From an optimization exercise on the open Yosys and OpenROAD flow, aimed at small area and a short achievable clock period; shortcuts taken in it are not production practice.
At most, simulation tests tie the RTL to the original design; equivalence was not proved.
Power figures rest on the tool's default switching activity, not on a simulated workload.

violet:
// alu16_reg
module alu16_reg (
    input             clk,
    input      [15:0] valA,
    input      [15:0] valB,
    input      [ 3:0] aluop,
    input             shift_Dir,
    input             rotator_Dir,
    input             sub,
    output reg [ 3:0] cc,
    output reg [15:0] result
);
For scale: ~980 cells after synthesis.
==> flow/config.mk <==
export PLATFORM = sky130hd
export DESIGN_NAME = alu16_reg
export DESIGN_NICKNAME = alu16_reg
export VERILOG_FILES = /design/flow/design.v
export SDC_FILE = /design/flow/constraint.sdc
export NUM_CORES = 4
export LEC_CHECK = 0
export ABC_AREA = 1
export CAP_MARGIN = 20
export CORE_MARGIN = 2
export CORE_UTILIZATION = 40
export CTS_BUF_LIST = sky130_fd_sc_hd__clkbuf_4 sky130_fd_sc_hd__clkbuf_8
export SETUP_SLACK_MARGIN = 2
export SLEW_MARGIN = 20
==> flow/constraint.sdc <==
create_clock -name core_clock -period 8.5 [get_ports {clk}]
set_input_delay 1.7000 -clock core_clock [delete_from_list [all_inputs] [get_ports {clk}]]
set_output_delay 1.7000 -clock core_clock [all_outputs]
set_load 0.01 [all_outputs]
standard.sh (not shown) runs the stock make flow with config.mk's settings and CLKGATE_MAP_FILE= SYNTH_SCRIPT=/design/flow/synth_recipe.tcl, a recipe that flattens the netlist after the stock synthesis.
==> flow/flow/run.sh <==
#!/bin/bash
set -euo pipefail
W=$PWD
rm -rf "$W/scripts_amap"
cp -r "$FLOW_HOME/scripts" "$W/scripts_amap"
cp "$W/flow/abc_area.script" "$W/scripts_amap/abc_area.script"
bash "$W/standard.sh" "SCRIPTS_DIR=$W/scripts_amap" synth > "$W/synth.log" 2>&1
bash "$W/standard.sh" "BUFFER_PORTS_ARGS=-buffer_cell sky130_fd_sc_hd__buf_1" finish > "$W/layout.log" 2>&1
==> flow/flow/abc_area.script <==
strash
dch
amap
topo
stime -c
buffer -c
upsize -c
dnsize -c
violet: no failed stages, no open violations at the end
> inputs changed (violet -> xenon)
Settings: SETUP_SLACK_MARGIN changed from 2 to 1.
- violet finished end to end and its layout was clean on timing, DRC and antenna.
- xenon finished all stages; the layout is clean.
- Per the comparison of xenon with violet, design area lost 1.4%; multi-input combinational area share picked up an extra 0.20 points.
- Launching instance or port of the critical path: b_q[9]$_DFF_P_ -> violet, b_q[5]$_DFF_P_ -> xenon
- Looking at total number of vias across violet and xenon, the one that comes out higher is violet.
Inputs modified between xenon and quartz:
Settings: swapping 1 for 3 in SETUP_SLACK_MARGIN; putting PLACE_DENSITY at 0.75 where nothing was set; swapping 40 for 65 in CORE_UTILIZATION.
## What came out
Worst hold slack up 0.0051 ns in quartz wrt xenon
Logic depth of the worst register-to-register path is lower on xenon
Comparing xenon and quartz, the higher critical path's largest stage delay was measured on xenon.
Going from xenon to quartz, met2 layer usage reported by global route picked up an extra 32 points; number of filler instances in the final layout shrank by 1059; sequential fraction of total cell area saw a decrease; routed wirelength normalized by instance count grew by 4.5 um.
When the final numbers for xenon and quartz were put side by side, the DRC marker count from the first detailed-route iteration turned out to be smaller in xenon.
Sequential power, xenon and quartz: higher on quartz
The following lists how sierra was set up differently from quartz:
Settings: changing SETUP_SLACK_MARGIN from 3 to 2.5; changing CORE_UTILIZATION from 65 to 40; removing CTS_BUF_LIST (formerly sky130_fd_sc_hd__clkbuf_4 sky130_fd_sc_hd__clkbuf_8); removing PLACE_DENSITY (formerly 0.75).
==> flow/run.sh (new file) <==
#!/bin/bash
# synth_recipe.tcl (not shown) runs the flow's synth.tcl, then flattens the netlist and writes it again
# the make line also repeats each setting of config.mk as NAME=value (left out here)
make -C /OpenROAD-flow-scripts/flow DESIGN_CONFIG=/design/flow/config.mk WORK_HOME=/design/flow/orfs CLKGATE_MAP_FILE= SYNTH_SCRIPT=/design/flow/synth_recipe.tcl finish
removed: flow/flow/run.sh
removed: flow/flow/abc_area.script
removed: flow/standard.sh
### Flow results
- sierra against quartz; post-route non-filler standard cell count is up by more than 10%.
- sierra has completed all stages; timing, DRC and antenna checks passed.
- In the reports for sierra and quartz, the smaller non-clock buffer instance count of the final layout belongs to sierra.
- sierra vs. quartz: post-synthesis cell type count went down by 14%.

* * *

alu16_reg, a different RTL version from the one above (not shown whole).
Size in the first run: ~920 cells after synthesis, roughly 58 flip-flops, ~60 I/O pins.
Settings: LEC_CHECK=0, ABC_AREA=1, CAP_MARGIN=20, CORE_MARGIN=2, CORE_UTILIZATION=40, CTS_BUF_LIST=sky130_fd_sc_hd__clkbuf_4 sky130_fd_sc_hd__clkbuf_8, SETUP_SLACK_MARGIN=3, SLEW_MARGIN=20; clock period 8.5 ns.
==> flow/flow/run.sh <==
#!/bin/bash
set -euo pipefail
W=$PWD
rm -rf "$W/scripts_amap"
cp -r "$FLOW_HOME/scripts" "$W/scripts_amap"
cp "$W/flow/abc_area.script" "$W/scripts_amap/abc_area.script"
bash "$W/standard.sh" "SCRIPTS_DIR=$W/scripts_amap" synth > "$W/synth.log" 2>&1
bash "$W/standard.sh" "BUFFER_PORTS_ARGS=-buffer_cell sky130_fd_sc_hd__buf_1" finish > "$W/layout.log" 2>&1
==> flow/flow/abc_area.script <==
strash
dch
amap
topo
stime -c
buffer -c
upsize -c
dnsize -c
Next try:
==> flow/flow/abc_area.script (replaced) <==
strash
dch
amap
topo
stime -c
Settings changed: SETUP_SLACK_MARGIN 3 to 2.
Outcome: The changed run finished clean. Global-route usage rises by 0.59 points. Sequential cell count does not change. Utilization falls by 3.0 points. Cell count falls by a few percent. Die area falls by a few percent. Synthesized cell count falls by a few percent. Routed wire length falls by a few percent.
Next try:
==> flow/flow/abc_area.script (replaced) <==
strash
dch
amap
topo
stime -c
buffer -c
upsize -c
dnsize -c
Outcome:
- The new run passed the timing, design-rule and antenna checks
- core utilization fell by 2.1 points
- clock power rises by about 4%
- via count is lower by 1.1%
- count of clock-buffer cells in the layout shrinks by 1
- first-iteration DRC count rose by 5.3%
- critical path depth is lower by 1
Next try:
Settings changed: CTS_BUF_LIST sky130_fd_sc_hd__clkbuf_4 sky130_fd_sc_hd__clkbuf_8 to sky130_fd_sc_hd__clkbuf_2 sky130_fd_sc_hd__clkbuf_4.
What happened:
- The new run passed the timing, design-rule and antenna checks
- count of clock-buffer cells in the layout decreases by 2
- clock skew stays flat
- core utilization decreases by 0.44 points
- final cell count is about the same
- power decreases by about 7%
- synthesized cell count stays the same
- via count increases by about 0.6%
- routed wire length decreases by 0.54%
- area after synthesis is unchanged
- combinational power hardly moves
Next try:
==> flow/flow/abc_area.script (replaced) <==
strash
dch
map -D 3000
topo
stime -c
Settings changed: CTS_BUF_LIST sky130_fd_sc_hd__clkbuf_2 sky130_fd_sc_hd__clkbuf_4 to sky130_fd_sc_hd__clkbuf_4 sky130_fd_sc_hd__clkbuf_8.
=> The new run produced a clean layout. Final cell count climbs by 5.7%. Global-route usage came out higher by 1.4 points. Setup slack gets better by 0.14 ns. Cell area climbs by 2.2%. Via count drops by 1.5%.
Function was not checked in any run of this note: the RTL went through the layout flow alone.

* * *

== run A ==
alu16_reg, a different RTL version from the one above (not shown whole).
Size: about 850 cells after synthesis, roughly 58 flip-flops, about 60 I/O pins, roughly 6300 µm² of cells after synthesis.
Settings: LEC_CHECK=0, ABC_AREA=1, CAP_MARGIN=0, CORE_MARGIN=2, CORE_UTILIZATION=40, CTS_BUF_LIST=sky130_fd_sc_hd__clkbuf_4 sky130_fd_sc_hd__clkbuf_8, SETUP_SLACK_MARGIN=2.3, SLEW_MARGIN=0; clock period 8.5 ns.
==> flow/flow/abc_area.script <==
strash
dch
amap
topo
stime -c
Scripts as last shown in full above: flow/flow/run.sh
#### Input delta (run B over run A)
# run A
export LEC_CHECK = 0
export ABC_AREA = 1
export CAP_MARGIN = 0
export CORE_MARGIN = 2
export CORE_UTILIZATION = 40
export CTS_BUF_LIST = sky130_fd_sc_hd__clkbuf_4 sky130_fd_sc_hd__clkbuf_8
export SETUP_SLACK_MARGIN = 2.3
export SLEW_MARGIN = 0
create_clock -name core_clock -period 8.5 [get_ports {clk}]
# run B
export LEC_CHECK = 0
export ABC_AREA = 1
export CAP_MARGIN = 20
export CORE_MARGIN = 2
export CORE_UTILIZATION = 40
export CTS_BUF_LIST = sky130_fd_sc_hd__clkbuf_4 sky130_fd_sc_hd__clkbuf_8
export SETUP_SLACK_MARGIN = 1.5
export SLEW_MARGIN = 20
create_clock -name core_clock -period 8.5 [get_ports {clk}]
Results
Run B completed every stage of the flow, and the final layout passed the timing, design-rule and antenna checks.
Run A was routed with more vias than run B.
Buffering overhead delta (run A -> run B): insignificant
Taking run A as the reference point, the final wirelength of run B falls by about 4.7%.
Via density per instance is lower on run B
The inputs of run C differ from those of run B as listed below.
# run B
export LEC_CHECK = 0
export ABC_AREA = 1
export CAP_MARGIN = 20
export CORE_MARGIN = 2
export CORE_UTILIZATION = 40
export CTS_BUF_LIST = sky130_fd_sc_hd__clkbuf_4 sky130_fd_sc_hd__clkbuf_8
export SETUP_SLACK_MARGIN = 1.5
export SLEW_MARGIN = 20
create_clock -name core_clock -period 8.5 [get_ports {clk}]
# run C
export LEC_CHECK = 0
export ABC_AREA = 1
export CAP_MARGIN = 20
export CORE_MARGIN = 2
export CORE_UTILIZATION = 40
export CTS_BUF_LIST = sky130_fd_sc_hd__clkbuf_4 sky130_fd_sc_hd__clkbuf_8
export SETUP_SLACK_MARGIN = 2.3
export SLEW_MARGIN = 20
create_clock -name core_clock -period 8.5 [get_ports {clk}]
## What came out
- Run C went all the way through synthesis, placement and routing and the layout is clean on timing, DRC and antenna.
- Compared to run B, run C has power after layout 5.1% higher.
- Detailed-routed wire length on met2 came out higher on run C than on run B.
- The sequential share of layout area in run C sits 0.26 points below the value recorded for run B.
- Per the comparison of run C with run B, non-clock buffer count rose by 1, synthesized cell count comparable, met1 global-route usage +1.2 points.
- Summary of run C over run B: core footprint was more or less identical; final worst-path cycle share went down by 5.5 points.
- Between run B and run C, routed wire length increased.
- Taking run B as the reference point, the register-to-register slack of run C rises by 460 ps.
- Pin slew with the least headroom to its limit came out lower on run C than on run B.
Setup changes, run C to run D
# run C
export LEC_CHECK = 0
export ABC_AREA = 1
export CAP_MARGIN = 20
export CORE_MARGIN = 2
export CORE_UTILIZATION = 40
export CTS_BUF_LIST = sky130_fd_sc_hd__clkbuf_4 sky130_fd_sc_hd__clkbuf_8
export SETUP_SLACK_MARGIN = 2.3
export SLEW_MARGIN = 20
create_clock -name core_clock -period 8.5 [get_ports {clk}]
# run D
export LEC_CHECK = 0
export ABC_AREA = 1
export CAP_MARGIN = 20
export CORE_MARGIN = 2
export CORE_UTILIZATION = 40
export CTS_BUF_LIST = sky130_fd_sc_hd__clkbuf_4 sky130_fd_sc_hd__clkbuf_8
export SETUP_SLACK_MARGIN = 2
export SLEW_MARGIN = 20
create_clock -name core_clock -period 8.5 [get_ports {clk}]
## What came out
On first-pass GRT wire length, run D and run C are neck and neck.
Between run C and run D, post-placement worst setup slack increased.
Higher clock skew was reported by run C, not run D.
When the final numbers for run D and run C were put side by side, the worst setup slack turned out to be smaller in run D.
Slew at the pin with the worst max-slew slack: run D < run C
Going from run C to run D, maximum fanout along the worst path decreased 6; final routed wire length divided by cell count fell by 2.8%; core utilization dropped 1.4 points.
Share of total power in the clock network down 1.3 points in run D wrt run C
Looking at signed area change from the synthesized netlist to the final layout, run D sits 3.6 points lower than run C does.
Here is what was changed in the inputs of run E compared with run D.
# run D
export LEC_CHECK = 0
export ABC_AREA = 1
export CAP_MARGIN = 20
export CORE_MARGIN = 2
export CORE_UTILIZATION = 40
export CTS_BUF_LIST = sky130_fd_sc_hd__clkbuf_4 sky130_fd_sc_hd__clkbuf_8
export SETUP_SLACK_MARGIN = 2
export SLEW_MARGIN = 20
create_clock -name core_clock -period 8.5 [get_ports {clk}]
# run E
export LEC_CHECK = 0
export ABC_AREA = 1
export CAP_MARGIN = 20
export CORE_MARGIN = 2
export CORE_UTILIZATION = 40
export CTS_BUF_LIST = sky130_fd_sc_hd__clkbuf_4 sky130_fd_sc_hd__clkbuf_8
export GPL_TIMING_DRIVEN = 1
export SETUP_SLACK_MARGIN = 2.3
export SLEW_MARGIN = 20
create_clock -name core_clock -period 8.5 [get_ports {clk}]
[summary]
Final estimated routing congestion in global placement: run E vs run D up 7.0%
Status: sequential logic power parity (run E, run D)
The worst supply voltage drop on vdd of run E was superior to that of run D.
Relative to run D, post-route clock skew has gone up in run E.
From run D to run E the numbers moved as follows: overall power consumption now sits higher, combinational power share now sits lower.

what the ideal ports hide:
The results above use ideal ports. As a check the final layouts listed here were re-extracted and re-timed, cells and wires unchanged. Step 1, drivers: a clkbuf_16 drives clk and a buf_2 each remaining input, both assumed. Step 2 also shifts input and output timing later by t, the mid clock arrival at the registers, as if the neighbouring blocks saw the same clock. Three values: ideal, step 1, step 2; two values: the first two.
| run | t, ns | setup slack, ns | worst setup path at the end |
|---|---|---|---|
| violet | 0.417 | 2.450 / 2.450 / 2.450 | register to register |
| xenon | 0.415 | 1.858 / 1.858 / 1.858 | register to register |
| quartz | 0.410 | 2.906 / 2.906 / 2.906 | register to register |
| sierra | 0.392 | 2.879 / 2.879 / 2.879 | register to register |
| the first run of note 2 | 0.402 | 2.612 / 2.612 / 2.612 | register to register |
| the second run of note 2 | 0.419 | 2.423 / 2.423 / 2.423 | register to register |
| the third run of note 2 | 0.400 | 2.330 / 2.330 / 2.330 | register to register |
| the fourth run of note 2 | 0.477 | 2.321 / 2.321 / 2.321 | register to register |
| the fifth run of note 2 | 0.419 | 2.463 / 2.463 / 2.463 | register to register |
| run A | 0.414 | 2.571 / 2.571 / 2.571 | register to register |
| run B | 0.405 | 2.127 / 2.127 / 2.127 | register to register |
| run C | 0.410 | 2.591 / 2.591 / 2.591 | register to register |
| run D | 0.408 | 2.344 / 2.344 / 2.344 | register to register |
| run E | 0.410 | 2.591 / 2.591 / 2.591 | register to register |
After both steps every run listed still meets setup and hold.
